What follows belongs to an exercise in optimizing a design on an open flow for small area and a short achievable clock period; a production flow would make more cautious choices.
Where RTL was checked, it was by simulation tests only, not by an equivalence proof against the original.
Function not checked in runs 3 to 5: the RTL went through the layout flow alone.
The clock port is modelled as an ideal driver; clocking choices that lean on that would not hold on a real chip.
Power figures rest on the tool's default switching activity, not on a simulated workload.

## flow/design.v (module list and top-level ports; edited modules follow where they fit)
// module booth_mul: 809 lines
// module frequency_measurement: 217 lines
module frequency_measurement #(
    parameter WIDTH = 32
)(
    input  logic clk,
    input  logic reset,
    input  logic [WIDTH-1:0] a, b,
    input  logic [3:0] opcode,
    output logic [WIDTH-1:0] result,
    output logic N, Z, C, V
);
  // ...
==> flow/flow/run.sh <==
#!/bin/bash
set -euo pipefail
MARGIN=$(cat flow/margin.txt)
MARGIN_CTS=$(cat flow/margin_cts.txt)
SEQ="-sequence unbuffer,sizeup,swap,buffer"
R=$PWD/orfs/results/sky130hd/frequency_measurement/base
bash standard.sh place > std_place.log 2>&1
PORTBUF=buf_2 RTARGS="$SEQ" ODB_IN=$R/3_place.odb ODB_OUT=$R/3_place.odb SDC=$R/3_place.sdc MARGIN=$MARGIN TNS=0 PROPAGATED=0 \
  openroad -no_splash -exit flow/repair.tcl > repair_place.log 2>&1
bash standard.sh cts > std_cts.log 2>&1
RTARGS="$SEQ" ODB_IN=$R/4_cts.odb ODB_OUT=$R/4_cts.odb SDC=$R/4_cts.sdc MARGIN=$MARGIN_CTS TNS=0 PROPAGATED=1 \
  openroad -no_splash -exit flow/repair.tcl > repair_cts.log 2>&1
bash standard.sh finish > std_finish.log 2>&1
==> flow/flow/margin.txt <==
45
==> flow/flow/margin_cts.txt <==
44.3
==> flow/flow/repair.tcl <==
read_liberty $::env(FLOW_HOME)/platforms/sky130hd/lib/sky130_fd_sc_hd__tt_025C_1v80.lib
read_db $::env(ODB_IN)
read_sdc $::env(SDC)
if {$::env(PROPAGATED)} { set_propagated_clock [all_clocks] }
source $::env(FLOW_HOME)/platforms/sky130hd/setRC.tcl
set_dont_use [get_lib_cells {sky130_fd_sc_hd__probe* sky130_fd_sc_hd__lpflow*}]
# the port buffers the standard flow inserts are slow delay cells; use plain buffers
if {[info exists ::env(PORTBUF)]} {
  foreach inst [get_cells {input* output*}] {
    if {[get_property $inst ref_name] == "sky130_fd_sc_hd__clkdlybuf4s50_1"} {
      replace_cell $inst [get_lib_cells sky130_fd_sc_hd__$::env(PORTBUF)]
    }
  }
}
estimate_parasitics -placement
puts "before: worst slack [sta::worst_slack_cmd max] area [rsz::design_area]"
set reps 1
if {[info exists ::env(REPEAT)]} { set reps $::env(REPEAT) }
for {set i 0} {$i < $reps} {incr i} {
  repair_timing -setup -setup_margin $::env(MARGIN) -repair_tns $::env(TNS) {*}$::env(RTARGS) -verbose
}
detailed_placement
check_placement -verbose
estimate_parasitics -placement
puts "after: worst slack [sta::worst_slack_cmd max] area [rsz::design_area]"
report_worst_slack -max
report_worst_slack -min
write_db $::env(ODB_OUT)
==> flow/standard.sh <==
#!/bin/bash
# synth_recipe.tcl (not shown) runs the flow's synth.tcl, then flattens the netlist and writes it again
# the make line also repeats each setting of config.mk as NAME=value (left out here)
make -C /OpenROAD-flow-scripts/flow DESIGN_CONFIG=/design/flow/config.mk WORK_HOME=/design/flow/orfs CLKGATE_MAP_FILE= SYNTH_SCRIPT=/design/flow/synth_recipe.tcl "${@:-finish}"
==> flow/config.mk <==
export PLATFORM = sky130hd
export DESIGN_NAME = frequency_measurement
export DESIGN_NICKNAME = frequency_measurement
export VERILOG_FILES = /design/flow/design.v
export SDC_FILE = /design/flow/constraint.sdc
export NUM_CORES = 4
export LEC_CHECK = 0
export ABC_AREA = 1
export CAP_MARGIN = 20
export CORE_MARGIN = 2
export CORE_UTILIZATION = 50
export CTS_CLUSTER_DIAMETER = 40
export CTS_CLUSTER_SIZE = 10
export SLEW_MARGIN = 20
==> flow/constraint.sdc <==
create_clock -name core_clock -period 75.0 [get_ports {clk}]
set_input_delay 15.0000 -clock core_clock [delete_from_list [all_inputs] [get_ports {clk}]]
set_output_delay 15.0000 -clock core_clock [all_outputs]
set_load 0.01 [all_outputs]
==> run notes, run 1 <==
Compound-Gate Fraction of Synth Area=0.207; met2 Use GR=0.642; leakage power=29.8 nW; outcome=finished clean; r2r setup slk=44.00 ns; share of power burned in registers=0.064; Top Metal Used=met5; sequential fraction of the synthesis area=0.0735; worst-path fanout max=21; Synth area leader=ha_1; met1 Resource Use GR=0.497; min-delay src=rq[9]$_DFF_P_; Clock Pin Slew Worst Setup and Hold Paths=0.10 ns; Setup CP Type=in2reg; Die W=332 um; number of global-route vias before repair=55474; Cell variety after synth=80; largest family of logic cells by synthesized area=simple AND/OR/NAND/NOR gates; largest net degree at the start of global routing=60; initial cell density of the core=0.504; sw power=1.16 mW; FMAX=0.0321 GHz; endpoints failing hold=0; Seq/total area=0.0681; Power Total=1.93 mW
==> run 2: changes to the inputs <==
==> flow/flow/margin.txt (replaced) <==
45.7
==> flow/flow/margin_cts.txt (replaced) <==
44.8
==> run notes, run 2 <==
outcome=finished clean; FFs w/ async S/R, synth=0.376; Post-Place Cells=9536; initial DRC count=5469; r2r setup slk=44.45 ns (+0.45 ns); cell at the slowest stage of the critical path=nor4_4; top-area cell type share of the netlist area=0.151; RR Endpoint=cr[20]$_DFF_P_; reg2reg path depth=205; final wirelength=230 mm; final worst slack=44.04 ns; crit share post-route=0.413; Fin Hold WS=0.529 ns; DR DRC count=0; Clock Pin Slew Worst Setup and Hold Paths=0.10 ns (about the same); Worst setup EP type=flop; pwr/cell area=32.8 nW/um2; Rows=120; CTS Buf Count=17; DR vias=58077; Mapped Nets=9158; # Post-CTS Setup Buffers=0; Die Area=110000 um2; Final HPWL DP=179 mm; number of global-route vias before repair=55838 (+0.66%); Post-synth EDFFs=0; worst-path fanout max=8 (-62%); Setup CP Type=in2reg; synthesized flop and latch total=181; DP Worst Slack=38.42 ns; WP data arrival=31.40 ns; Port Buffers=105; GRT overflow=0; FF-to-FF Start=rb[8]$_DFF_PP0_; # hold bufs at CTS=0; largest net degree at the start of global routing=60 (unchanged); Post-layout nets=9330; Area contributors post-synth=ha_1 (15%), nand2_1 (13%), fa_1 (9.5%); Boundary Pins=106; synthesized area=53900 um2; Cell variety after synth=80 (unchanged); GPL Wtd Cong=1.05; post-DR wirelength/cell=23.6 um; Synth area leader=ha_1; sequential fraction of the synthesis area=0.0735 (unchanged); Worst setup SP type=input port; CTS root buf=clkbuf_16; DRT Pass-1 Iters=8; Power Total=1.94 mW (+0.69%); Core Area=107000 um2; GRT Total Usage=0.407; post-CTS sizing=0; crit-path max cell delay=0.45 ns; Final TNS setup=0 ns; leakage power=30.0 nW (+0.70%); MaxCap Viol Count=0; initial antenna violation count=14; Post-Syn Area per Cell=6.59 um2; most frequent cells in the layout=nand2_1 (1844), inv_1 (960), ha_1 (639); FMAX=0.0323 GHz (+0.52%); placed inst area=56200 um2; Die W=332 um (unchanged); CP endpoint=rc[1]$_DFF_P_; H-tree depth=4; Finished Core Util=0.551; Final ANT Viol Nets=0; worst slew pin tran=1.15 ns; Area Growth Syn to Fin=9.51%; synth cell count leaders=nand2_1 (1872), inv_1 (995), ha_1 (652), a21oi_1 (644), xor2_1 (539); RSZ-0062 raised after global routing=no; endpoints failing hold=0 (unchanged); CTS sink count=181; Hold WC Path Type=reg2reg; first-pass GRT wire length=342 mm; initial cell density of the core=0.504 (unchanged); Vias/cell=5.94; Max-slew headroom=0.228; commonest non-fill, non-tap cell in the layout=nand2_1; final slew viol count=0; Bufs on Longest Clock Path=2; layout cells sized above 1=0.121; most common cell in the synthesized netlist=nand2_1; Tmin final=30.96 ns; Worst path most repeated cell=nor2_1; Final Non-Filler Cells=9777; Final Instance Area=59000 um2; latest clock arrival within the worst-skew pair=0.55 ns; VDD IR max=0.105 mV; WP data required=75.44 ns; CTS tree=built; Mapped Cells=8180; clk_skew=0.0339 ns; Ys Warns=1; final setup violation count=0; Post-synth top flop=dfxtp_1; CP Launch Point=b[24]; Chip Height=332 um
-- run 2: worst max-delay path, delay by kind of cell --
family          cells  cell delay [ns]
compound gates     31             3.68
buf+inv            28             3.06
simple gates       63             6.81
fa+ha+maj           9             2.83
-- run 2: layer usage --
layer / part of all wire / vias up / routed length (um) / GRT usage
li1: - / 27611 / - / -
met1: 0.40 / 26946 / 91800 / 0.497
met2: 0.44 / 2789 / 100000 / 0.647
met3: 0.090 / 727 / 20800 / 0.0886
met4: 0.076 / 4 / 17400 / 0.262
met5: 0.00013 / - / 29 / 0
-- run 2: final cells by class --
class / count / area (um2)
tap: 1403 / 1760
fill: 10898 / 48000
sequential: 181 / 3980
clock buffer: 17 / 425
multi-input combinational: 6646 / 45300
clock inverter: 15 / 233
timing repair buffer: 423 / 3050
antenna: 9 / 22.5
inverter: 1083 / 4260
-- run 2: cell families after synthesis --
group | after synthesis | synth area share
adders and majority gates | 908 | 0.246
buffers and inverters | 1353 | 0.102
AOI/OAI and AO/OA | 1890 | 0.207
DFF | 181 | 0.0735
and+or+nand+nor | 3111 | 0.251
muxes | 28 | 0.00520
xor gates and xnor gates | 709 | 0.115
-- run 2: report_power, final --
part | leakage [nW] | internal, mW | switching [mW]
registers | 1.73 | 0.107 | 0.0160
clock network | 0.320 | 0.0483 | 0.0616
logic | 27.9 | 0.617 | 1.09
total | 30.0 | 0.772 | 1.17
-- run 2: worst min path at each step --
stage | from | to | depth (start not counted)
2_1_floorplan | rb[5]$_DFF_PP0_ | cb[5]$_DFF_P_ | 0
3_3_place_gp | rq[10]$_DFF_P_ | roth[31]$_DFF_P_ | 2
3_5_place_dp | rq[9]$_DFF_P_ | roth[30]$_DFF_P_ | 2
4_1_cts | rq[9]$_DFF_P_ | roth[30]$_DFF_P_ | 2
5_1_grt | rq[9]$_DFF_P_ | roth[30]$_DFF_P_ | 2
6_report | rq[9]$_DFF_P_ | roth[30]$_DFF_P_ | 2
==> module frequency_measurement, before the edit <==
module frequency_measurement #(
    parameter WIDTH = 32
)(
    input  logic clk,
    input  logic reset,
    input  logic [WIDTH-1:0] a, b,
    input  logic [3:0] opcode,
    output logic [WIDTH-1:0] result,
    output logic N, Z, C, V
);
    wire [0:0] a_t31 = a[31];
    wire [1:0] a_d31 = {1'b0, a_t31} - {1'b0, b[0:0]};
    wire qa31 = (~|b[31:1]) & ~a_d31[1];
    wire [0:0] a_r31 = qa31 ? a_d31[0:0] : a_t31;
    wire [1:0] a_t30 = {a_r31, a[30]};
    wire [2:0] a_d30 = {1'b0, a_t30} - {1'b0, b[1:0]};
    wire qa30 = (~|b[31:2]) & ~a_d30[2];
    wire [1:0] a_r30 = qa30 ? a_d30[1:0] : a_t30;
    wire [2:0] a_t29 = {a_r30, a[29]};
    wire [3:0] a_d29 = {1'b0, a_t29} - {1'b0, b[2:0]};
    wire qa29 = (~|b[31:3]) & ~a_d29[3];
    wire [2:0] a_r29 = qa29 ? a_d29[2:0] : a_t29;
    wire [3:0] a_t28 = {a_r29, a[28]};
    wire [4:0] a_d28 = {1'b0, a_t28} - {1'b0, b[3:0]};
    wire qa28 = (~|b[31:4]) & ~a_d28[4];
    wire [3:0] a_r28 = qa28 ? a_d28[3:0] : a_t28;
    wire [4:0] a_t27 = {a_r28, a[27]};
    wire [5:0] a_d27 = {1'b0, a_t27} - {1'b0, b[4:0]};
    wire qa27 = (~|b[31:5]) & ~a_d27[5];
    wire [4:0] a_r27 = qa27 ? a_d27[4:0] : a_t27;
    wire [5:0] a_t26 = {a_r27, a[26]};
    wire [6:0] a_d26 = {1'b0, a_t26} - {1'b0, b[5:0]};
    wire qa26 = (~|b[31:6]) & ~a_d26[6];
    wire [5:0] a_r26 = qa26 ? a_d26[5:0] : a_t26;
    wire [6:0] a_t25 = {a_r26, a[25]};
    wire [7:0] a_d25 = {1'b0, a_t25} - {1'b0, b[6:0]};
    wire qa25 = (~|b[31:7]) & ~a_d25[7];
    wire [6:0] a_r25 = qa25 ? a_d25[6:0] : a_t25;
    wire [7:0] a_t24 = {a_r25, a[24]};
    wire [8:0] a_d24 = {1'b0, a_t24} - {1'b0, b[7:0]};
    wire qa24 = (~|b[31:8]) & ~a_d24[8];
    wire [7:0] a_r24 = qa24 ? a_d24[7:0] : a_t24;
    wire [8:0] a_t23 = {a_r24, a[23]};
    wire [9:0] a_d23 = {1'b0, a_t23} - {1'b0, b[8:0]};
    wire qa23 = (~|b[31:9]) & ~a_d23[9];
    wire [8:0] a_r23 = qa23 ? a_d23[8:0] : a_t23;
    wire [9:0] a_t22 = {a_r23, a[22]};
    wire [10:0] a_d22 = {1'b0, a_t22} - {1'b0, b[9:0]};
    wire qa22 = (~|b[31:10]) & ~a_d22[10];
    wire [9:0] a_r22 = qa22 ? a_d22[9:0] : a_t22;
    wire [10:0] a_t21 = {a_r22, a[21]};
    wire [11:0] a_d21 = {1'b0, a_t21} - {1'b0, b[10:0]};
    wire qa21 = (~|b[31:11]) & ~a_d21[11];
    wire [10:0] a_r21 = qa21 ? a_d21[10:0] : a_t21;
    logic [31:0] ra, rb;
    logic [10:0] rq, rc;
    always_ff @(posedge clk or posedge reset)
        if (reset) begin ra <= '0; rb <= '0; end
        else begin ra <= a; rb <= b; end
    always_ff @(posedge clk) begin
        rq <= {qa31, qa30, qa29, qa28, qa27, qa26, qa25, qa24, qa23, qa22, qa21};
        rc <= a_r21;
    end
    wire [11:0] b_t20 = {rc, ra[20]};
    wire [12:0] b_d20 = {1'b0, b_t20} - {1'b0, rb[11:0]};
    wire qb20 = (~|rb[31:12]) & ~b_d20[12];
    wire [11:0] b_r20 = qb20 ? b_d20[11:0] : b_t20;
    wire [12:0] b_t19 = {b_r20, ra[19]};
    wire [13:0] b_d19 = {1'b0, b_t19} - {1'b0, rb[12:0]};
    wire qb19 = (~|rb[31:13]) & ~b_d19[13];
    wire [12:0] b_r19 = qb19 ? b_d19[12:0] : b_t19;
    wire [13:0] b_t18 = {b_r19, ra[18]};
    wire [14:0] b_d18 = {1'b0, b_t18} - {1'b0, rb[13:0]};
    wire qb18 = (~|rb[31:14]) & ~b_d18[14];
    wire [13:0] b_r18 = qb18 ? b_d18[13:0] : b_t18;
    wire [14:0] b_t17 = {b_r18, ra[17]};
    wire [15:0] b_d17 = {1'b0, b_t17} - {1'b0, rb[14:0]};
    wire qb17 = (~|rb[31:15]) & ~b_d17[15];
    wire [14:0] b_r17 = qb17 ? b_d17[14:0] : b_t17;
    wire [15:0] b_t16 = {b_r17, ra[16]};
    wire [16:0] b_d16 = {1'b0, b_t16} - {1'b0, rb[15:0]};
    wire qb16 = (~|rb[31:16]) & ~b_d16[16];
    wire [15:0] b_r16 = qb16 ? b_d16[15:0] : b_t16;
    wire [16:0] b_t15 = {b_r16, ra[15]};
    wire [17:0] b_d15 = {1'b0, b_t15} - {1'b0, rb[16:0]};
    wire qb15 = (~|rb[31:17]) & ~b_d15[17];
    wire [16:0] b_r15 = qb15 ? b_d15[16:0] : b_t15;
    wire [17:0] b_t14 = {b_r15, ra[14]};
    wire [18:0] b_d14 = {1'b0, b_t14} - {1'b0, rb[17:0]};
    wire qb14 = (~|rb[31:18]) & ~b_d14[18];
    wire [17:0] b_r14 = qb14 ? b_d14[17:0] : b_t14;
    wire [18:0] b_t13 = {b_r14, ra[13]};
    wire [19:0] b_d13 = {1'b0, b_t13} - {1'b0, rb[18:0]};
    wire qb13 = (~|rb[31:19]) & ~b_d13[19];
    wire [18:0] b_r13 = qb13 ? b_d13[18:0] : b_t13;
    wire [19:0] b_t12 = {b_r13, ra[12]};
    wire [20:0] b_d12 = {1'b0, b_t12} - {1'b0, rb[19:0]};
    wire qb12 = (~|rb[31:20]) & ~b_d12[20];
    wire [19:0] b_r12 = qb12 ? b_d12[19:0] : b_t12;
    wire [20:0] b_t11 = {b_r12, ra[11]};
    wire [21:0] b_d11 = {1'b0, b_t11} - {1'b0, rb[20:0]};
    wire qb11 = (~|rb[31:21]) & ~b_d11[21];
    wire [20:0] b_r11 = qb11 ? b_d11[20:0] : b_t11;
    wire [21:0] b_t10 = {b_r11, ra[10]};
    wire [22:0] b_d10 = {1'b0, b_t10} - {1'b0, rb[21:0]};
    wire qb10 = (~|rb[31:22]) & ~b_d10[22];
    wire [21:0] b_r10 = qb10 ? b_d10[21:0] : b_t10;
    wire [22:0] b_t9 = {b_r10, ra[9]};
    wire [23:0] b_d9 = {1'b0, b_t9} - {1'b0, rb[22:0]};
    wire qb9 = (~|rb[31:23]) & ~b_d9[23];
    wire [22:0] b_r9 = qb9 ? b_d9[22:0] : b_t9;
    wire [23:0] b_t8 = {b_r9, ra[8]};
    wire [24:0] b_d8 = {1'b0, b_t8} - {1'b0, rb[23:0]};
    wire qb8 = (~|rb[31:24]) & ~b_d8[24];
    wire [23:0] b_r8 = qb8 ? b_d8[23:0] : b_t8;
    wire [24:0] b_t7 = {b_r8, ra[7]};
    wire [25:0] b_d7 = {1'b0, b_t7} - {1'b0, rb[24:0]};
    wire qb7 = (~|rb[31:25]) & ~b_d7[25];
    wire [24:0] b_r7 = qb7 ? b_d7[24:0] : b_t7;
    wire [25:0] b_t6 = {b_r7, ra[6]};
    wire [26:0] b_d6 = {1'b0, b_t6} - {1'b0, rb[25:0]};
    wire qb6 = (~|rb[31:26]) & ~b_d6[26];
    wire [25:0] b_r6 = qb6 ? b_d6[25:0] : b_t6;
    wire bnz = |rb;
    wire sub = (opcode == 4'd1);
    wire [32:0] addr = {1'b0, ra} + {1'b0, rb ^ {32{sub}}} + {32'd0, sub};
    wire [31:0] prod;
    booth_mul mul_unit (.x(ra), .y(rb), .p(prod));
    wire big = |rb[31:5];
    wire right = opcode[0];
    wire [31:0] sh_in, sh_rev, sh_out, sh_res;
    genvar gi;
    for (gi = 0; gi < 32; gi = gi + 1) begin : rev
        assign sh_rev[gi] = ra[31-gi];
        assign sh_res[gi] = right ? sh_out[31-gi] : sh_out[gi];
    end
    assign sh_in = right ? sh_rev : ra;
    assign sh_out = big ? 32'd0 : (sh_in << rb[4:0]);
    wire m31 = rb[31] ^ (|rb[30:0]);
    wire [25:0] qhi = {rq, qb20, qb19, qb18, qb17, qb16, qb15, qb14, qb13, qb12, qb11, qb10, qb9, qb8, qb7, qb6};
    wire [31:0] dstate = {qhi, ra[5:0]};
    logic [31:0] oth;
    logic c_n, v_n;
    logic [1:0] sel;
    always_comb begin
        c_n = 1'b0;
        v_n = 1'b0;
        sel = 2'd3;
        oth = 32'd0;
        case (opcode)
            4'd0: begin oth = addr[31:0]; c_n = addr[32]; v_n = (ra[31] == rb[31]) && (addr[31] != ra[31]); end
            4'd1: begin oth = addr[31:0]; v_n = (ra[31] == m31) && (addr[31] != ra[31]); end
            4'd2: oth = prod;
            4'd3: sel = bnz ? 2'd1 : 2'd3;
            4'd4: sel = bnz ? 2'd2 : 2'd3;
            4'd5: oth = ra & rb;
            4'd6: oth = ra | rb;
            4'd7: oth = ra ^ rb;
            4'd8: begin oth = sh_res; c_n = ra[31]; end
            4'd9: begin oth = sh_res; c_n = ra[0]; end
            default: ;
        endcase
    end
    wire [31:0] othz = oth;
    wire [31:0] othd = (sel == 2'd1 || sel == 2'd2) ? dstate : oth;
    logic [31:0] roth;
    logic [1:0] rsel;
    logic rzo;
    always_ff @(posedge clk or posedge reset)
        if (reset) begin rsel <= 2'd0; C <= 1'b0; V <= 1'b0; end
        else begin rsel <= sel; C <= c_n; V <= v_n; end
    always_ff @(posedge clk) begin roth <= othd; rzo <= (othz == 32'd0); end
    logic [31:0] cb;
    logic [25:0] cr;
    always_ff @(posedge clk) begin
        cb <= rb;
        cr <= b_r6;
    end
    wire [25:0] cq = roth[31:6];
    wire [5:0] ca = roth[5:0];
    wire [26:0] c_t5 = {cr, ca[5]};
    wire [27:0] c_d5 = {1'b0, c_t5} - {1'b0, cb[26:0]};
    wire qc5 = (~|cb[31:27]) & ~c_d5[27];
    wire [26:0] c_r5 = qc5 ? c_d5[26:0] : c_t5;
    wire [27:0] c_t4 = {c_r5, ca[4]};
    wire [28:0] c_d4 = {1'b0, c_t4} - {1'b0, cb[27:0]};
    wire qc4 = (~|cb[31:28]) & ~c_d4[28];
    wire [27:0] c_r4 = qc4 ? c_d4[27:0] : c_t4;
    wire [28:0] c_t3 = {c_r4, ca[3]};
    wire [29:0] c_d3 = {1'b0, c_t3} - {1'b0, cb[28:0]};
    wire qc3 = (~|cb[31:29]) & ~c_d3[29];
    wire [28:0] c_r3 = qc3 ? c_d3[28:0] : c_t3;
    wire [29:0] c_t2 = {c_r3, ca[2]};
    wire [30:0] c_d2 = {1'b0, c_t2} - {1'b0, cb[29:0]};
    wire qc2 = (~|cb[31:30]) & ~c_d2[30];
    wire [29:0] c_r2 = qc2 ? c_d2[29:0] : c_t2;
    wire [30:0] c_t1 = {c_r2, ca[1]};
    wire [31:0] c_d1 = {1'b0, c_t1} - {1'b0, cb[30:0]};
    wire qc1 = (~|cb[31:31]) & ~c_d1[31];
    wire [30:0] c_r1 = qc1 ? c_d1[30:0] : c_t1;
    wire [31:0] c_t0 = {c_r1, ca[0]};
    wire [32:0] c_d0 = {1'b0, c_t0} - {1'b0, cb[31:0]};
    wire qc0 = (1'b1) & ~c_d0[32];
    wire [31:0] c_r0 = qc0 ? c_d0[31:0] : c_t0;
    wire [31:0] quo = {cq, qc5, qc4, qc3, qc2, qc1, qc0};
    wire [31:0] rem = c_r0;
    wire zrem = qc0 ? (c_t0 == cb) : (c_t0 == 32'd0);
    always_comb begin
        case (rsel)
            2'd1: begin result = quo; Z = (quo == 32'd0); end
            2'd2: begin result = rem; Z = zrem; end
            2'd3: begin result = roth; Z = rzo; end
            default: begin result = 32'd0; Z = 1'b0; end
        endcase
        N = result[31];
    end
endmodule
==> run 3: changes to the inputs <==
--- a/flow/design.v
+++ b/flow/design.v
@@ -934,17 +934,19 @@
     wire sub = (opcode == 4'd1);
     wire [32:0] addr = {1'b0, ra} + {1'b0, rb ^ {32{sub}}} + {32'd0, sub};
     wire [31:0] prod;
-    booth_mul mul_unit (.x(ra), .y(rb), .p(prod));
     wire big = |rb[31:5];
+    wire is_sh = opcode[3] & ~opcode[2] & ~opcode[1];
     wire right = opcode[0];
-    wire [31:0] sh_in, sh_rev, sh_out, sh_res;
+    wire [31:0] sh_rev, sh_res, pow2, mx, my;
     genvar gi;
     for (gi = 0; gi < 32; gi = gi + 1) begin : rev
         assign sh_rev[gi] = ra[31-gi];
-        assign sh_res[gi] = right ? sh_out[31-gi] : sh_out[gi];
+        assign sh_res[gi] = right ? prod[31-gi] : prod[gi];
+        assign pow2[gi] = ~big & (rb[4:0] == gi);
     end
-    assign sh_in = right ? sh_rev : ra;
-    assign sh_out = big ? 32'd0 : (sh_in << rb[4:0]);
+    assign mx = (is_sh & right) ? sh_rev : ra;
+    assign my = is_sh ? pow2 : rb;
+    booth_mul mul_unit (.x(mx), .y(my), .p(prod));
     wire m31 = rb[31] ^ (|rb[30:0]);
     wire [25:0] qhi = {rq, qb20, qb19, qb18, qb17, qb16, qb15, qb14, qb13, qb12, qb11, qb10, qb9, qb8, qb7, qb6};
     wire [31:0] dstate = {qhi, ra[5:0]};
==> run notes, run 3 <==
GRT overflow=0 (unchanged); Post-Place Cells=9865 (+3.5%); synth cell count leaders=nand2_1 (2115), inv_1 (1184), ha_1 (624), nand3_1 (616), a21oi_1 (592); cell at the slowest stage of the critical path=dfrtp_1; Post-synth top flop=dfxtp_1; r2r setup slk=43.23 ns (-1.22 ns); fillcell total=10592 (-2.8%); FMAX=0.0315 GHz (-2.5%); Synth area leader=nand2_1; Max-slew headroom=0.107 (-0.121); min-delay src=rb[5]$_DFF_PP0_; Mapped Nets=9445 (+3.1%); Post-layout nets=9710 (+4.1%); initial antenna violation count=11 (-3); kind of cell adding the most delay to the critical path=simple AND/OR/NAND/NOR gates; Area contributors post-synth=nand2_1 (15%), ha_1 (15%), fa_1 (9.6%); critical path depth in cells=204 (+56%); Worst Hold Endpoint=cb[5]$_DFF_P_; WP data arrival=32.15 ns (+0.75 ns); top-area cell type share of the netlist area=0.148 (-0.00290); # hold bufs at CTS=0 (unchanged); CTS Buf Count=17 (unchanged); worst slew pin tran=1.32 ns (+0.177 ns); Worst setup EP type=flop; CTS tree=built; synthesized area=53500 um2 (-0.78%); H-tree depth=4 (unchanged); VDD IR max=0.632 mV (+500%); post-DR wirelength/cell=22.6 um (-4.3%); RSZ-0062 raised after global routing=no; DR DRC count=0 (unchanged); Hold WC Path Type=reg2reg; Tmin final=31.77 ns (+0.803 ns); Chip Height=331 um (-0.39%); Fin Hold WS=0.436 ns (-0.0936 ns); endpoints failing hold=0 (unchanged); Die W=331 um (-0.39%); outcome=finished clean; Rows=119 (-0.83%); CTS sink count=181 (unchanged); Top Metal Used=met5; Clock Pin Slew Worst Setup and Hold Paths=0.10 ns (about the same); Cell variety after synth=66 (-18%); Final HPWL DP=177 mm (-0.90%); Mapped Cells=8495 (+3.9%); crit share post-route=0.424 (+0.0107); Final Non-Filler Cells=10167 (+4.0%); post-CTS sizing=0 (unchanged); first-pass GRT wire length=341 mm (-0.16%); # Post-CTS Setup Buffers=0 (unchanged); Setup CP Type=reg2reg; largest net degree at the start of global routing=58 (-3.3%); Post-Syn Area per Cell=6.30 um2 (-4.5%); crit path buf inv count=28 (unchanged); Ys Warns=1 (unchanged); final slew viol count=0 (unchanged); Core Area=106000 um2 (-1.3%); GPL Wtd Cong=1.07 (+2.4%); Met1 Wirelength=93.7 mm (+2.1%); clk_skew=0.0286 ns (-0.00523 ns); initial cell density of the core=0.506 (+0.00240); metal3 WL=23.3 mm (+12%); final wirelength=229 mm (-0.46%); reg2reg path depth=204 (-0.49%); Worst setup SP type=flop; latest clock arrival within the worst-skew pair=0.52 ns (-0.03 ns); Worst path most repeated cell=nand2_1; WP data required=75.39 ns (-0.05 ns); leakage power=31.3 nW (+4.3%); synthesized flop and latch total=181 (unchanged); most frequent cells in the layout=nand2_1 (2008), inv_1 (1131), nand3_1 (593); number of global-route vias before repair=57370 (+2.7%); met2 wire len=97.7 mm (-2.8%); Final TNS setup=0 ns (unchanged); GRT Total Usage=0.408 (+0.00187); RR Endpoint=cr[25]$_DFF_P_; MaxCap Viol Count=0 (unchanged); Vias/cell=5.97 (+0.43%); Hold Path Depth=0 (-2); Port Buffers=105 (unchanged); FFs w/ async S/R, synth=0.376 (unchanged); layout cells sized above 1=0.129 (+0.00794); DR vias=60655 (+4.4%); crit-path max cell delay=0.67 ns (+0.22 ns); CTS root buf=clkbuf_16; worst-path fanout max=31 (+23); FF-to-FF Start=rb[21]$_DFF_PP0_; Final ANT Viol Nets=0 (unchanged); Post-synth EDFFs=0 (unchanged); Boundary Pins=106 (unchanged); initial DRC count=6626 (+21%); DRT Pass-1 Iters=6 (-2); most common cell in the synthesized netlist=nand2_1; commonest non-fill, non-tap cell in the layout=nand2_1; Area Growth Syn to Fin=14.1%; Bufs on Longest Clock Path=2 (unchanged); sequential fraction of the synthesis area=0.0741 (+0.000578); pwr/cell area=48.5 nW/um2 (+48%); final setup violation count=0 (unchanged); Die Area=110000 um2 (-0.77%)
## run 3: worst max path at each step
stage                     end             start  slack, ns
2_1_floorplan  cr[15]$_DFF_P_   rb[1]$_DFF_PP0_      44.07
3_3_place_gp    cr[4]$_DFF_P_   rb[7]$_DFF_PP0_      35.47
3_5_place_dp    cr[4]$_DFF_P_   rb[7]$_DFF_PP0_      33.97
4_1_cts            result[26]     cb[6]$_DFF_P_      43.11
5_1_grt        cr[23]$_DFF_P_   rb[0]$_DFF_PP0_      40.17
6_report       cr[25]$_DFF_P_  rb[21]$_DFF_PP0_      43.23
## run 3: report_power, final
| group | total (mW) | internal (mW) | switching (mW) |
|---|---|---|---|
| Combinational | 2.74 | 0.853 | 1.88 |
| Sequential | 0.125 | 0.110 | 0.0144 |
| Clock | 0.0975 | 0.0458 | 0.0518 |
## run 3: logic make-up after synthesis
| group | after synthesis | share of synthesized area |
|---|---|---|
| AO/OA/AOI/OAI | 1662 | 0.178 |
| XOR/XNOR | 664 | 0.109 |
| flip-flops | 181 | 0.0741 |
| adder cells (fa/ha/maj) | 880 | 0.242 |
| buffers and inverters | 1446 | 0.103 |
| AND/OR/NAND/NOR | 3662 | 0.295 |
## run 3: area by class of cell
type	instances	area, um2	share of cell area
multi-input combinational	6868	46400	0.760
inverter	1229	4790	0.0785
tap	1391	1740	0.0285
timing repair buffer	463	3520	0.0576
antenna	3	7.51	0.000123
sequential	181	4000	0.0655
clock buffer	18	439	0.00719
clock inverter	14	158	0.00258
## run 3: stage by stage
stage	total power [mW]	cell area [um2]	worst slack [ns]	util
floorplan	1.67	53500	44.07	-
global placement	2.71	56100	35.47	0.531
detailed placement	2.72	56100	33.97	0.531
CTS	2.87	59900	43.11	0.567
global route	3.13	61000	40.17	0.577
finish	2.96	61000	43.23	0.577
## run 3: metal layers
| layer | up-vias | track usage |
|---|---|---|
| met5 | - | 0 |
| met4 | 12 | 0.221 |
| met3 | 695 | 0.0886 |
| met2 | 3073 | 0.629 |
| met1 | 28273 | 0.532 |
| li1 | 28602 | - |
==> run 4: changes to the inputs <==
--- a/flow/design.v
+++ b/flow/design.v
@@ -930,26 +930,28 @@
     wire [26:0] b_d6 = {1'b0, b_t6} - {1'b0, rb[25:0]};
     wire qb6 = (~|rb[31:26]) & ~b_d6[26];
     wire [25:0] b_r6 = qb6 ? b_d6[25:0] : b_t6;
+    wire [26:0] b_t5 = {b_r6, ra[5]};
+    wire [27:0] b_d5 = {1'b0, b_t5} - {1'b0, rb[26:0]};
+    wire qb5 = (~|rb[31:27]) & ~b_d5[27];
+    wire [26:0] b_r5 = qb5 ? b_d5[26:0] : b_t5;
     wire bnz = |rb;
     wire sub = (opcode == 4'd1);
     wire [32:0] addr = {1'b0, ra} + {1'b0, rb ^ {32{sub}}} + {32'd0, sub};
     wire [31:0] prod;
+    booth_mul mul_unit (.x(ra), .y(rb), .p(prod));
     wire big = |rb[31:5];
-    wire is_sh = opcode[3] & ~opcode[2] & ~opcode[1];
     wire right = opcode[0];
-    wire [31:0] sh_rev, sh_res, pow2, mx, my;
+    wire [31:0] sh_in, sh_rev, sh_out, sh_res;
     genvar gi;
     for (gi = 0; gi < 32; gi = gi + 1) begin : rev
         assign sh_rev[gi] = ra[31-gi];
-        assign sh_res[gi] = right ? prod[31-gi] : prod[gi];
-        assign pow2[gi] = ~big & (rb[4:0] == gi);
+        assign sh_res[gi] = right ? sh_out[31-gi] : sh_out[gi];
     end
-    assign mx = (is_sh & right) ? sh_rev : ra;
-    assign my = is_sh ? pow2 : rb;
-    booth_mul mul_unit (.x(mx), .y(my), .p(prod));
+    assign sh_in = right ? sh_rev : ra;
+    assign sh_out = big ? 32'd0 : (sh_in << rb[4:0]);
     wire m31 = rb[31] ^ (|rb[30:0]);
-    wire [25:0] qhi = {rq, qb20, qb19, qb18, qb17, qb16, qb15, qb14, qb13, qb12, qb11, qb10, qb9, qb8, qb7, qb6};
-    wire [31:0] dstate = {qhi, ra[5:0]};
+    wire [26:0] qhi = {rq, qb20, qb19, qb18, qb17, qb16, qb15, qb14, qb13, qb12, qb11, qb10, qb9, qb8, qb7, qb6, qb5};
+    wire [31:0] dstate = {qhi, ra[4:0]};
     logic [31:0] oth;
     logic c_n, v_n;
     logic [1:0] sel;
@@ -982,18 +984,14 @@
         else begin rsel <= sel; C <= c_n; V <= v_n; end
     always_ff @(posedge clk) begin roth <= othd; rzo <= (othz == 32'd0); end
     logic [31:0] cb;
-    logic [25:0] cr;
+    logic [26:0] cr;
     always_ff @(posedge clk) begin
         cb <= rb;
-        cr <= b_r6;
+        cr <= b_r5;
     end
-    wire [25:0] cq = roth[31:6];
-    wire [5:0] ca = roth[5:0];
-    wire [26:0] c_t5 = {cr, ca[5]};
-    wire [27:0] c_d5 = {1'b0, c_t5} - {1'b0, cb[26:0]};
-    wire qc5 = (~|cb[31:27]) & ~c_d5[27];
-    wire [26:0] c_r5 = qc5 ? c_d5[26:0] : c_t5;
-    wire [27:0] c_t4 = {c_r5, ca[4]};
+    wire [26:0] cq = roth[31:5];
+    wire [4:0] ca = roth[4:0];
+    wire [27:0] c_t4 = {cr, ca[4]};
     wire [28:0] c_d4 = {1'b0, c_t4} - {1'b0, cb[27:0]};
     wire qc4 = (~|cb[31:28]) & ~c_d4[28];
     wire [27:0] c_r4 = qc4 ? c_d4[27:0] : c_t4;
@@ -1013,7 +1011,7 @@
     wire [32:0] c_d0 = {1'b0, c_t0} - {1'b0, cb[31:0]};
     wire qc0 = (1'b1) & ~c_d0[32];
     wire [31:0] c_r0 = qc0 ? c_d0[31:0] : c_t0;
-    wire [31:0] quo = {cq, qc5, qc4, qc3, qc2, qc1, qc0};
+    wire [31:0] quo = {cq, qc4, qc3, qc2, qc1, qc0};
     wire [31:0] rem = c_r0;
     wire zrem = qc0 ? (c_t0 == cb) : (c_t0 == 32'd0);
     always_comb begin
==> flow/flow/margin.txt (replaced) <==
45
==> flow/flow/margin_cts.txt (replaced) <==
44.3
==> run notes, run 4 <==
clk_skew=0.0420 ns (+0.0133 ns); RR Endpoint=cr[5]$_DFF_P_; Cell variety after synth=79 (+20%); synth cell count leaders=nand2_1 (1837), inv_1 (954), ha_1 (653), a21oi_1 (624), xor2_1 (563); Finished Core Util=0.571 (-0.00672); FMAX=0.0321 GHz (+2.0%); Worst path most repeated cell=nand2_1; initial antenna violation count=13 (+2); kind of cell adding the most delay to the critical path=simple AND/OR/NAND/NOR gates; Worst setup SP type=flop; DR vias=57482 (-5.2%); Post-synth EDFFs=0 (unchanged); Post-Syn Area per Cell=6.66 um2 (+5.8%); Hold Path Depth=2 (+2); endpoints failing hold=0 (unchanged); share of power burned in registers=0.058 (+0.016); GRT overflow=0 (unchanged); final wirelength=228 mm (-0.78%); Mapped Nets=8913 (-5.6%); Setup CP Type=reg2reg; Port Buffers=105 (unchanged); min-delay src=rq[7]$_DFF_P_; CTS root buf=clkbuf_16; Vias/cell=6.01 (+0.82%); Area contributors post-synth=ha_1 (15%), nand2_1 (13%), fa_1 (9.7%); Worst Hold Endpoint=roth[28]$_DFF_P_; Rows=119 (unchanged); Final ANT Viol Nets=0 (unchanged); CTS tree=built; WP data required=75.42 ns (+0.03 ns); latest clock arrival within the worst-skew pair=0.53 ns (about the same); number of global-route vias before repair=55335 (-3.5%); synthesized area=52800 um2 (-1.2%); CTS Buf Count=17 (unchanged); final slew viol count=0 (unchanged); Worst setup EP type=flop; crit-path max cell delay=0.38 ns (-0.29 ns); placed inst area=55000 um2 (-1.9%); FFs w/ async S/R, synth=0.374 (-0.00206); first-pass GRT wire length=338 mm (-0.87%); leakage power=29.8 nW (-4.8%); Multi-input gate area=46200 um2 (-0.38%); # Post-CTS Setup Buffers=0 (unchanged); DR DRC count=0 (unchanged); Core Area=105000 um2 (-0.56%); r2r setup slk=43.85 ns (+0.62 ns); synthesized flop and latch total=182 (+0.55%); layout cells sized above 1=0.148 (+0.0187); worst slew pin tran=1.18 ns (-0.141 ns); Max-slew headroom=0.202 (+0.0950); Final Instance Area=60000 um2 (-1.7%); Hold WC Path Type=reg2reg; Die W=329 um (-0.60%); crit path buf inv count=39 (+39%); Mapped Cells=7934 (-6.6%); most common cell in the synthesized netlist=nand2_1; Ys Warns=1 (unchanged); clock share of power=0.048 (+0.015); Internal Power=0.796 mW (-21%); post-CTS sizing=0 (unchanged); Die Area=108000 um2 (-1.2%); # hold bufs at CTS=0 (unchanged); largest net degree at the start of global routing=80 (+38%); Clock Pin Slew Worst Setup and Hold Paths=0.07 ns (-0.03 ns); Bufs on Longest Clock Path=2 (unchanged); DP Worst Slack=37.06 ns (+3.10 ns); pwr/cell area=34.4 nW/um2 (-29%); Synth area leader=ha_1; cell at the slowest stage of the critical path=fa_2; sequential fraction of the synthesis area=0.0754 (+0.00129); MaxCap Viol Count=0 (unchanged); Switching Share=0.615 (-0.0443); Comb pwr share=0.893 (-0.032); initial cell density of the core=0.503 (-0.00332); post-DR wirelength/cell=23.8 um (+5.6%); Chip Height=329 um (-0.60%); final worst slack=43.85 ns (+0.615 ns); WP data arrival=31.57 ns (-0.58 ns); CTS sink count=182 (+0.55%); FF+latch area=4010 um2 (+0.34%); sw power=1.27 mW (-35%); top-area cell type share of the netlist area=0.155 (+0.00621); Final TNS setup=0 ns (unchanged); reg2reg path depth=214 (+4.9%); RSZ-0062 raised after global routing=no; Post-layout nets=9122 (-6.1%); final setup violation count=0 (unchanged); VDD IR max=0.0935 mV (-85%); GPL Wtd Cong=1.03 (-3.9%); GRT Total Usage=0.412 (+0.00354); crit share post-route=0.415 (-0.00820); most frequent cells in the layout=nand2_1 (1744), inv_1 (935), a21oi_1 (580); Post-synth top flop=dfxtp_1; outcome=finished clean; Tmin final=31.15 ns (-0.615 ns); Area Growth Syn to Fin=13.5%; Final HPWL DP=173 mm (-2.3%); commonest non-fill, non-tap cell in the layout=nand2_1; worst-path fanout max=41 (+32%); H-tree depth=4 (unchanged); FF-to-FF Start=rb[13]$_DFF_PP0_; initial DRC count=5902 (-11%); DRT Pass-1 Iters=6 (unchanged); fillcell total=10413 (-1.7%); Boundary Pins=106 (unchanged)
==> run 4: changes by cell type in the layout (fill, tap and decap cells not counted), sizes merged, moves of 29 or more <==
| cell | previous run | this run |
|---|---|---|
| nand2 | 2137 | 1877 |
| o21ai | 495 | 630 |
| xnor2 | 137 | 170 |
| ha | 624 | 653 |
| and2 | 87 | 40 |
| mux2i | 0 | 36 |
| nand3 | 621 | 375 |
| xor2 | 527 | 563 |
| a21oi | 594 | 629 |
| nor2 | 462 | 368 |
| inv | 1193 | 992 |
| or2 | 102 | 64 |
==> run 4: worst max path at each step <==
| stage | start | end | slack [ns] | cells after the start |
|---|---|---|---|---|
| finish | rb[13]$_DFF_PP0_ | cr[5]$_DFF_P_ | 43.85 | 214 |
| floorplan | rb[1]$_DFF_PP0_ | cr[26]$_DFF_P_ | 43.74 | 225 |
| global route | rb[1]$_DFF_PP0_ | cr[24]$_DFF_P_ | 40.89 | 209 |
| detailed placement | rb[5]$_DFF_PP0_ | cr[2]$_DFF_P_ | 37.06 | 216 |
| global placement | rb[10]$_DFF_PP0_ | cr[2]$_DFF_P_ | 38.27 | 213 |
| CTS | rb[0]$_DFF_PP0_ | cr[5]$_DFF_P_ | 43.54 | 227 |
==> run 4: logic make-up (layout without fill, tap and decap cells) <==
kind of cell,after synthesis,in the layout,share of synthesized area
AND/OR/NAND/NOR,2924,2924,0.240
AO/OA/AOI/OAI,1858,1858,0.204
buffers and inverters,1292,1514,0.101
adder cells (fa/ha/maj),909,909,0.252
XOR/XNOR,733,733,0.121
flip-flops,182,182,0.0754
multiplexers,36,36,0.00682
other,0,10,0
==> run 4: worst register-to-register path, delay by kind of cell (launching register included) <==
family | cells | cell delay (ns)
xor+xnor | 3 | 0.45
buf+inv | 39 | 4.98
fa+ha+maj | 15 | 4.66
compound gates | 59 | 8.52
flops | 1 | 0.36
simple gates | 98 | 12.08
==> run 4: cell type report <==
class                   instances  area share
clock buffers                  20     0.00797
clock inverters                12     0.00213
inverters                    1023      0.0675
well taps                    1391      0.0290
flip-flops and latches        182      0.0668
diodes                         10    0.000417
multi-input cells            6460       0.770
repair buffers                459      0.0557
==> run 4: per-stage QoR <==
step           hold WS, ns  total power, mW  std cells
6_report             0.446             2.07       9557
5_1_grt              0.467             2.21       9549
4_1_cts              0.444             2.00       9507
3_5_place_dp         0.412             1.87       9270
3_3_place_gp         0.419             1.87       9270
2_1_floorplan        0.366             1.26       7934
==> run 4: power groups by stage <==
stage / registers, mW / logic, mW / clock network, mW
final: 0.121 / 1.85 / 0.0999
after global routing: 0.121 / 1.99 / 0.104
after CTS: 0.120 / 1.78 / 0.100
after detailed placement: 0.122 / 1.75 / 0
after global placement: 0.122 / 1.75 / 0
after floorplan: 0.114 / 1.15 / 0
==> run 4: per-layer routing <==
metal | part of all wire | global-route usage
met5 | 0.00011 | 0
met4 | 0.065 | 0.232
met3 | 0.090 | 0.0758
met2 | 0.43 | 0.648
met1 | 0.41 | 0.531
==> run 5: changes to the inputs <==
--- a/flow/design.v
+++ b/flow/design.v
@@ -861,20 +861,20 @@
     wire [11:0] a_d21 = {1'b0, a_t21} - {1'b0, b[10:0]};
     wire qa21 = (~|b[31:11]) & ~a_d21[11];
     wire [10:0] a_r21 = qa21 ? a_d21[10:0] : a_t21;
+    wire [11:0] a_t20 = {a_r21, a[20]};
+    wire [12:0] a_d20 = {1'b0, a_t20} - {1'b0, b[11:0]};
+    wire qa20 = (~|b[31:12]) & ~a_d20[12];
+    wire [11:0] a_r20 = qa20 ? a_d20[11:0] : a_t20;
     logic [31:0] ra, rb;
-    logic [10:0] rq, rc;
+    logic [11:0] rq, rc;
     always_ff @(posedge clk or posedge reset)
         if (reset) begin ra <= '0; rb <= '0; end
         else begin ra <= a; rb <= b; end
     always_ff @(posedge clk) begin
-        rq <= {qa31, qa30, qa29, qa28, qa27, qa26, qa25, qa24, qa23, qa22, qa21};
-        rc <= a_r21;
+        rq <= {qa31, qa30, qa29, qa28, qa27, qa26, qa25, qa24, qa23, qa22, qa21, qa20};
+        rc <= a_r20;
     end
-    wire [11:0] b_t20 = {rc, ra[20]};
-    wire [12:0] b_d20 = {1'b0, b_t20} - {1'b0, rb[11:0]};
-    wire qb20 = (~|rb[31:12]) & ~b_d20[12];
-    wire [11:0] b_r20 = qb20 ? b_d20[11:0] : b_t20;
-    wire [12:0] b_t19 = {b_r20, ra[19]};
+    wire [12:0] b_t19 = {rc, ra[19]};
     wire [13:0] b_d19 = {1'b0, b_t19} - {1'b0, rb[12:0]};
     wire qb19 = (~|rb[31:13]) & ~b_d19[13];
     wire [12:0] b_r19 = qb19 ? b_d19[12:0] : b_t19;
@@ -950,7 +950,7 @@
     assign sh_in = right ? sh_rev : ra;
     assign sh_out = big ? 32'd0 : (sh_in << rb[4:0]);
     wire m31 = rb[31] ^ (|rb[30:0]);
-    wire [26:0] qhi = {rq, qb20, qb19, qb18, qb17, qb16, qb15, qb14, qb13, qb12, qb11, qb10, qb9, qb8, qb7, qb6, qb5};
+    wire [26:0] qhi = {rq, qb19, qb18, qb17, qb16, qb15, qb14, qb13, qb12, qb11, qb10, qb9, qb8, qb7, qb6, qb5};
     wire [31:0] dstate = {qhi, ra[4:0]};
     logic [31:0] oth;
     logic c_n, v_n;
==> run notes, run 5 <==
Synth area leader=ha_1; CTS Buf Count=17 (unchanged); Tmin final=32.62 ns (+1.47 ns); largest net degree at the start of global routing=62 (-23%); first-pass GRT wire length=339 mm (+0.12%); Worst setup SP type=input port; layout cells sized above 1=0.100 (-0.0475); Worst setup EP type=flop; Core Area=105000 um2 (+0.14%); # Post-CTS Setup Buffers=0 (unchanged); worst slew pin tran=1.25 ns (+0.0676 ns); Post-synth EDFFs=0 (unchanged); final worst slack=42.38 ns (-1.47 ns); # hold bufs at CTS=0 (unchanged); crit share post-route=0.435 (+0.0196); Area Growth Syn to Fin=9.25%; CTS tree=built; DR DRC count=0 (unchanged); crit-path max cell delay=0.34 ns (-0.04 ns); CTS sink count=184 (+1.1%); Max-slew headroom=0.157 (-0.0456); Worst path most repeated cell=nand2_1; Chip Height=330 um (+0.25%); sequential fraction of the synthesis area=0.0758 (+0.000377); most frequent cells in the layout=nand2_1 (1943), inv_1 (1004), ha_1 (624); Mapped Cells=8177 (+3.1%); latest clock arrival within the worst-skew pair=0.54 ns (about the same); final setup violation count=0 (unchanged); pwr/cell area=35.8 nW/um2 (+3.9%); DRT Pass-1 Iters=9 (+3); Mapped Nets=9155 (+2.7%); Final TNS setup=0 ns (unchanged); post-DR wirelength/cell=23.7 um (-0.65%); number of global-route vias before repair=54633 (-1.3%); FMAX=0.0307 GHz (-4.5%); VDD IR max=0.0845 mV (-9.7%); initial antenna violation count=14 (+1); Cell variety after synth=77 (-2.5%); synthesized flop and latch total=184 (+1.1%); initial cell density of the core=0.504 (+0.00181); WP data arrival=33.08 ns (+1.51 ns); Area contributors post-synth=ha_1 (15%), nand2_1 (14%), fa_1 (9.7%); Vias/cell=5.93 (-1.4%); CTS root buf=clkbuf_16; DP Worst Slack=35.96 ns (-1.10 ns); Post-synth top flop=dfxtp_1; leakage power=29.5 nW (-0.90%); commonest non-fill, non-tap cell in the layout=nand2_1; H-tree depth=4 (unchanged); GRT overflow=0 (unchanged); DR vias=57480 (-0.0035%); Bufs on Longest Clock Path=2 (unchanged); top-area cell type share of the netlist area=0.154 (-0.00101); most common cell in the synthesized netlist=nand2_1; worst-path fanout max=24 (-41%); r2r setup slk=43.01 ns (-0.84 ns); Final HPWL DP=177 mm (+2.2%); outcome=finished clean; Final ANT Viol Nets=0 (unchanged); MaxCap Viol Count=0 (unchanged); cell at the slowest stage of the critical path=nor4_4; fillcell total=10796 (+3.7%); Rows=119 (unchanged); placed inst area=55600 um2 (+0.95%); FFs w/ async S/R, synth=0.370 (-0.00406); initial DRC count=6282 (+6.4%); final wirelength=229 mm (+0.71%); Clock Pin Slew Worst Setup and Hold Paths=0.09 ns (+0.02 ns); Hold WC Path Type=reg2reg; post-CTS sizing=0 (unchanged); RSZ-0062 raised after global routing=no; synthesized area=53100 um2 (+0.50%); Boundary Pins=106 (unchanged); final slew viol count=0 (unchanged); GPL Wtd Cong=1.06 (+3.3%); Die W=330 um (+0.25%); synth cell count leaders=nand2_1 (1983), inv_1 (1034), ha_1 (652), a21oi_1 (620), xor2_1 (521); GRT Total Usage=0.414 (+0.00225); WP data required=75.46 ns (+0.04 ns); Ys Warns=1 (unchanged); Setup CP Type=in2reg; Post-layout nets=9259 (+1.5%); Final Instance Area=58000 um2 (-3.3%); endpoints failing hold=0 (unchanged); Post-Syn Area per Cell=6.49 um2 (-2.5%); Port Buffers=105 (unchanged); Die Area=109000 um2 (+0.50%); clk_skew=0.0403 ns (-0.00170 ns)
[run 5: cell types whose count changed in the layout (fill, tap and decap cells not counted), moves of 41 or more]
cell	before	now
buf_4	337	231
ha_1	562	624
ha_4	89	22
inv_1	935	1004
nand2_1	1744	1943
nand2_2	99	45
nand3_1	309	375
nand3_2	64	13
nor2_1	332	387
o21ai_0	330	435
xor2_1	562	521
[run 5: logic make-up (layout without fill, tap and decap cells)]
logic type      count (synthesis)  after routing  synth area share
simple gates                 3136           3136             0.250
mux                            26             26           0.00490
other cells                     0              3                 0
flops                         184            184            0.0758
buf+inv                      1354           1471             0.100
compound gates               1862           1862             0.202
xor+xnor                      707            707             0.117
fa+ha+maj                     908            908             0.250
[run 5: cell type report]
type | count | area, um2 | share of cell area
Timing Repair Buffer | 355 | 2570 | 0.0443
Antenna cell | 3 | 7.51 | 0.000129
Inverter | 1084 | 4160 | 0.0717
Clock buffer | 17 | 425 | 0.00733
Sequential cell | 184 | 4050 | 0.0698
Tap cell | 1391 | 1740 | 0.0300
Multi-Input combinational cell | 6639 | 44900 | 0.774
Clock inverter | 15 | 171 | 0.00295
[run 5: power by group]
group          switching, mW  total [mW]  internal, mW
clock                 0.0542      0.0994        0.0452
combinational           1.20        1.85         0.658
sequential            0.0134       0.122         0.109
total                   1.26        2.08         0.812
[run 5: critical path, delay by kind of cell]
family | cells | cell delay, ns
AND/OR/NAND/NOR | 60 | 7.02
AO/OA/AOI/OAI | 48 | 6.88
adder cells (fa/ha/maj) | 11 | 3.21
buffers and inverters | 13 | 0.94
[run 5: per-layer routing]
metal / track usage / vias up / share of wire
li1: - / 27343 / -
met5: 0 / - / 0.00035
met1: 0.543 / 26485 / 0.41
met2: 0.626 / 2892 / 0.41
met4: 0.231 / 12 / 0.067
met3: 0.0961 / 748 / 0.11
[run 5: through the flow]
| stage | hold slack, ns | total power, mW | cells | util |
|---|---|---|---|---|
| floorplan | 0.369 | 1.31 | 8177 | - |
| global placement | 0.412 | 1.89 | 9521 | 0.528 |
| detailed placement | 0.418 | 1.90 | 9521 | 0.528 |
| CTS | 0.444 | 2.01 | 9584 | 0.534 |
| global route | 0.465 | 2.22 | 9685 | 0.551 |
| finish | 0.443 | 2.08 | 9688 | 0.551 |
[run 5: worst paths after layout]
path,startpoint,to,cells past startpoint
worst min-delay path,rq[7]$_DFF_P_,roth[27]$_DFF_P_,2
min in group asynchronous,reset,ra[29]$_DFF_PP0_,2
max in group asynchronous,reset,rb[7]$_DFF_PP0_,3
worst max-delay path,b[30],rc[10]$_DFF_P_,132
worst max register to register,rb[21]$_DFF_PP0_,cr[26]$_DFF_P_,218
worst min register to register,rq[7]$_DFF_P_,roth[27]$_DFF_P_,2

-- port drivers added, routing unchanged --
The results above use ideal ports. As a check the final layouts listed here were re-extracted and re-timed, cells and wires unchanged. Step 1 (the two cells are an assumption about what drives the block):
set clk [get_ports {clk}]
set_driving_cell -lib_cell sky130_fd_sc_hd__clkbuf_16 $clk
set_driving_cell -lib_cell sky130_fd_sc_hd__buf_2 [delete_from_list [all_inputs] $clk]
Step 2 times the ports against the registers' clock, not the clock port: input delays grow and output delays shrink by t, the midpoint of the rising clock arrivals with the driver on. Slacks: ideal / step 1 / step 2; pairs: ideal / step 1.
run	t (ns)	setup WS [ns]	worst slew at a driven data input, ns
run 1	0.605	43.876 / 43.922 / 43.318	0.10
run 2	0.601	44.038 / 44.079 / 43.478	0.11
run 3	0.581	43.235 / 43.224 / 43.235	0.11
run 4	0.589	43.850 / 43.850 / 43.850	0.09
run 5	0.593	42.379 / 42.429 / 41.836	0.10
After both steps setup and hold are still met in every run listed. The setup slack of run 2, which loses most, moves by +0.041 ns with the drivers and by -0.560 ns with both steps.
